What follows belongs to an exercise in optimizing a design on an open flow for small area, a short achievable clock period and few clock cycles; a production flow would make more cautious choices. Where RTL was checked, it was by simulation tests only, not by an equivalence proof against the original. Power figures rest on the tool's default switching activity, not on a simulated workload.

alpha:
==> flow/design.v (excerpt) <==
module qrcode_decoder(
    input clk,
    input srst_n,
    input start,
    input sram_rdata,
    output [11:0] sram_raddr,
    output reg [5:0] loc_y,
    output reg [5:0] loc_x,
    output reg [7:0] decode_text,    
    output reg valid,
    output reg finish
);
localparam S_A = 3'd0, S_P = 3'd1, S_Y = 3'd2, S_X = 3'd3, S_V = 3'd4,
           S_M = 3'd5, S_D = 3'd6, S_E = 3'd7;
reg [2:0] st;             
reg       cont;           
reg [5:0] y, x;           
reg       pv;             
reg       pix;            
reg       started;
assign sram_raddr = {y, x};
wire hit = pix && cont;   
reg [5:0] k;              
reg       lx6;            
reg [5:0] s0;             
reg [5:0] s1;             
reg [5:0] s2;             
reg [5:0] s3;             
reg [1:0] cidx, pcidx;    
reg [1:0] rot;
reg [2:0] mask;
wire signed [2:0] cy_lo = s0[5:3], cy_hi = s0[2:0];
wire signed [2:0] cx_lo = s1[5:3], cx_hi = s1[2:0];
wire signed [2:0] pcy = s2[5:3], pcx = s2[2:0];
wire tight = s3[5], wide = s3[4], mid = s3[3], tlm = s3[1], grp = s3[0];
wire [4:0] i = s0[4:0];   
wire [4:0] j = s1[4:0];
wire       inlen = s1[5]; 
wire [4:0] rem = s2[4:0]; 
wire [2:0] mv = s3[2:0];  
wire [2:0] bc = s3[5:3];  
always @* decode_text = {cidx, k};
wire [7:0] sa = 8'd1 << st;    
function maskbit;         
    input [2:0] m;
    input a0, a1, b0;     
    input [1:0] a3, b3;   
    input q;              
    reg t2, p2, p1, p0, t0;
    begin
        t2 = a0 ^ b0;                                   
        p2 = a0 & b0;                                   
        p1 = (a3 == b3) && (a3 != 2'd0);                
        p0 = (a3 == 2'd0) || (b3 == 2'd0);              
        t0 = (a3 == 2'd0) ? (b3 == 2'd0) : (a3 == 2'd1) ? (b3 == 2'd2) : (b3 == 2'd1);  
        case (m)
            3'd0: maskbit = ~t2;
            3'd1: maskbit = ~a0;
            3'd2: maskbit = (b3 == 2'd0);
            3'd3: maskbit = t0;
            3'd4: maskbit = ~(a1 ^ q);
            3'd5: maskbit = ~p2 & p0;
            3'd6: maskbit = ~(p2 ^ p1);
  ...
For scale: ~0.0065 mm^2 of cells after synthesis.
export LEC_CHECK = 0
export ABC_AREA = 1
export CAP_MARGIN = 20
export CORE_MARGIN = 2
export CORE_UTILIZATION = 40
export SLEW_MARGIN = 20
create_clock -name core_clock -period 16.0 [get_ports {clk}]
standard.sh (not shown) runs the stock make flow with config.mk's settings and CLKGATE_MAP_FILE= SYNTH_SCRIPT=/design/flow/synth_recipe.tcl, a recipe that flattens the netlist after the stock synthesis.
==> flow/flow/run.sh <==
#!/bin/bash
# The standard layout (standard.sh, unchanged), run with a copy of the ORFS
# scripts in which only abc_area.script (the logic optimisation recipe that
# synthesis hands to ABC) differs, and with these settings in its environment:
#  - ABC's recipe: resyn2-style AIG rewriting, dch, then area-oriented
#    mapping (map -a) and ABC's usual buffering and sizing, instead of
#    dch and delay-oriented mapping (map -B 0.9);
#  - synthesis leaves the adders to ABC instead of mapping them to the
#    library's half- and full-adder cells (ADDER_MAP_FILE empty);
#    the rest of synthesis is standard.sh's own (synth_recipe.tcl: no fsm or
#    share passes, flattened, function nets renamed), so the registers are the
#    standard synthesis's;
#  - the buffers that the flow puts on every input and output port are
#    sky130_fd_sc_hd__buf_2 cells instead of the slower delay cells that
#    buffer_ports picks by default;
#  - repair_timing aims for a setup slack of 11.8 ns, i.e. it sizes the cells
#    of paths slower than about 4.2 ns;
#  - clock tree synthesis uses sky130_fd_sc_hd__clkbuf_8 buffers and no dummy
#    loads.
# The clock, its period and the I/O constraints are the design's, unchanged.
# Each tool's full output is in standard.log in this folder (and ORFS's own
# per-step logs under orfs/logs).
cp -r "$FLOW_HOME/scripts" orfs_scripts
cat > orfs_scripts/abc_area.script <<'ABC'
strash
balance
rewrite
refactor
balance
rewrite
rewrite -z
balance
refactor -z
rewrite -z
balance
dch
map -a
topo
stime -c
buffer -c
upsize -c
dnsize -c
ABC
export SCRIPTS_DIR="$PWD/orfs_scripts"
export ADDER_MAP_FILE=
export BUFFER_PORTS_ARGS="-buffer_cell sky130_fd_sc_hd__buf_2"
export SETUP_SLACK_MARGIN=11.8
export CTS_ARGS="-sink_clustering_enable -repair_clock_nets -dont_use_dummy_load -buf_list sky130_fd_sc_hd__clkbuf_8"
bash standard.sh > standard.log 2>&1
alpha was carried through to the last stage, and its layout satisfied the timing, design-rule and antenna checks.
Edits applied to the flow inputs when going from alpha to beta:
--- a/flow/design.v
+++ b/flow/design.v
@@ -254,23 +254,23 @@
             else wmove = 3'd3;
         end
     end
 endfunction
 wire [5:0] p_c = poff(k[3:0]);           
 wire [5:0] p_n = poff(k[3:0] + 4'd1);    
 wire signed [2:0] u_ylo = (hit && pcy < cy_lo) ? pcy : cy_lo;
 wire signed [2:0] u_yhi = (hit && pcy > cy_hi) ? pcy : cy_hi;
 wire signed [2:0] u_xlo = (hit && pcx < cx_lo) ? pcx : cx_lo;
 wire signed [2:0] u_xhi = (hit && pcx > cx_hi) ? pcx : cx_hi;
 wire y_ok = span2(u_ylo, u_yhi), x_ok = span2(u_xlo, u_xhi);
-wire p_end = (y_ok && x_ok) || k == P_N;    
+wire p_end = tight || k == P_N;
 wire [1:0] cn = cidx + 2'd1;
 wire [5:0] kn = (cidx != 2'd3) ? k : (k[2:0] == 3'd4) ? {k[5:3] + 3'd1, 3'd0} : k + 6'd1;
 wire v_miss = cont && !pix;
 wire v_end = tlm || v_miss || (cidx == 2'd3 && k == 6'o44);
 wire [1:0] mc = tlm ? 2'd0 : v_miss ? pcidx : 2'd3;    
 reg [1:0] m_rot;
 reg [5:0] m_my, m_mx;     
 always @* begin
     case (mc)
         2'd0: begin m_rot = 2'd2; m_my = 6'd12; m_mx = 6'd62; end
         2'd1: begin m_rot = 2'd3; m_my = 6'd18; m_mx = 6'd52; end
@@ -307,24 +307,24 @@
         default: begin r_ddy = 6'd49; r_ddx = 6'd9; r_dny = 6'd63; r_dnx = 6'd0; end
     endcase
 end
 wire [3:0] a_st = astep(k[3:0]);
 wire [3:0] b_st = bstep(k[3:0]);
 reg [5:0] ayA, byA, ayP, byP, ayY, byY, ayX, byX, ayV, byV, byM, byD;
 reg [6:0] axA, bxA, axP, bxP, axY, bxY, axX, bxX, axV, bxV, bxM, bxD;
 always @* begin
     ayA = y; byA = hit ? bstepy(b_st[3:2]) : astepv(a_st[3:2]);
     axA = {1'b0, x};
     bxA = hit ? bstepx14(b_st[1:0]) : {1'b0, astepv(a_st[1:0])};
-    ayP = loc_y; byP = p_end ? x7m20(u_yhi) : x7(p_n[5:3]);
-    axP = {lx6, loc_x}; bxP = x7m14(p_end ? u_xlo : p_n[2:0]);
+    ayP = loc_y; byP = p_end ? x7m20(cy_hi) : x7(p_n[5:3]);
+    axP = {lx6, loc_x}; bxP = x7m14(p_end ? cx_lo : p_n[2:0]);
     ayY = y; axY = hit ? {lx6, loc_x} : {1'b0, x};
     byY = 6'd0; bxY = 7'd0;
     if (hit) begin
         byY = (k[2:0] == 3'd0) ? 6'd63 : 6'd0;
         bxY = x7m34(cx_hi);
     end else case (k[2:0])
         3'd0, 3'd2, 3'd4: bxY = 7'd14;
         3'd1: if (wide || mid) bxY = 7'd107; else begin byY = 6'd1; bxY = 7'd114; end
         3'd3: if (wide) bxY = 7'd107; else begin byY = 6'd1; bxY = 7'd121; end
         default: byY = 6'd1;
     endcase
==> comparison <==
Final critical path time including I/O delays and setup was higher in alpha than in beta.
NOTE: number of distinct library cells after synthesis in beta exceeds that of alpha
Clock slew seen by the registers of the worst setup and hold paths sits higher in beta than in alpha.
beta consumes less power than alpha does.
Looking at gate count after technology mapping, beta sits 0.47% below alpha.
Non-clock buffer count (lower): beta
Across both runs, layout-stage area growth over the synthesis result was lower for beta than for alpha.
The pin count of the biggest net entering global routing in beta sits about 18% above the value recorded for alpha.
Testbench counts of beta, summed over its fixed seeds: cycles 24,098.
No functional check of the RTL was part of alpha.

-- separate check: timing with driven ports --
No port has a modelled driver above. Below, the same layouts with a new extraction and two added sets of constraints. Step 1 assumes that a clkbuf_16 drives the clock port and a buf_2 every other input. Step 2 also shifts input and output timing later by t, the mid clock arrival at the registers, as if the neighbouring blocks saw the same clock. Three values: ideal, step 1, step 2; two values: the first two.
run | shift t [ns] | slack for setup (ns) | worst data-port slew with drivers (ns)
alpha | 0.412 | 11.736 / 11.736 / 11.613 | 0.03
beta | 0.408 | 11.829 / 11.790 / 11.718 | 0.03
After both steps setup and hold are still met in every run listed. The setup slack of alpha, which loses most, moves by 0.000 ns with the drivers and by -0.123 ns with both steps.
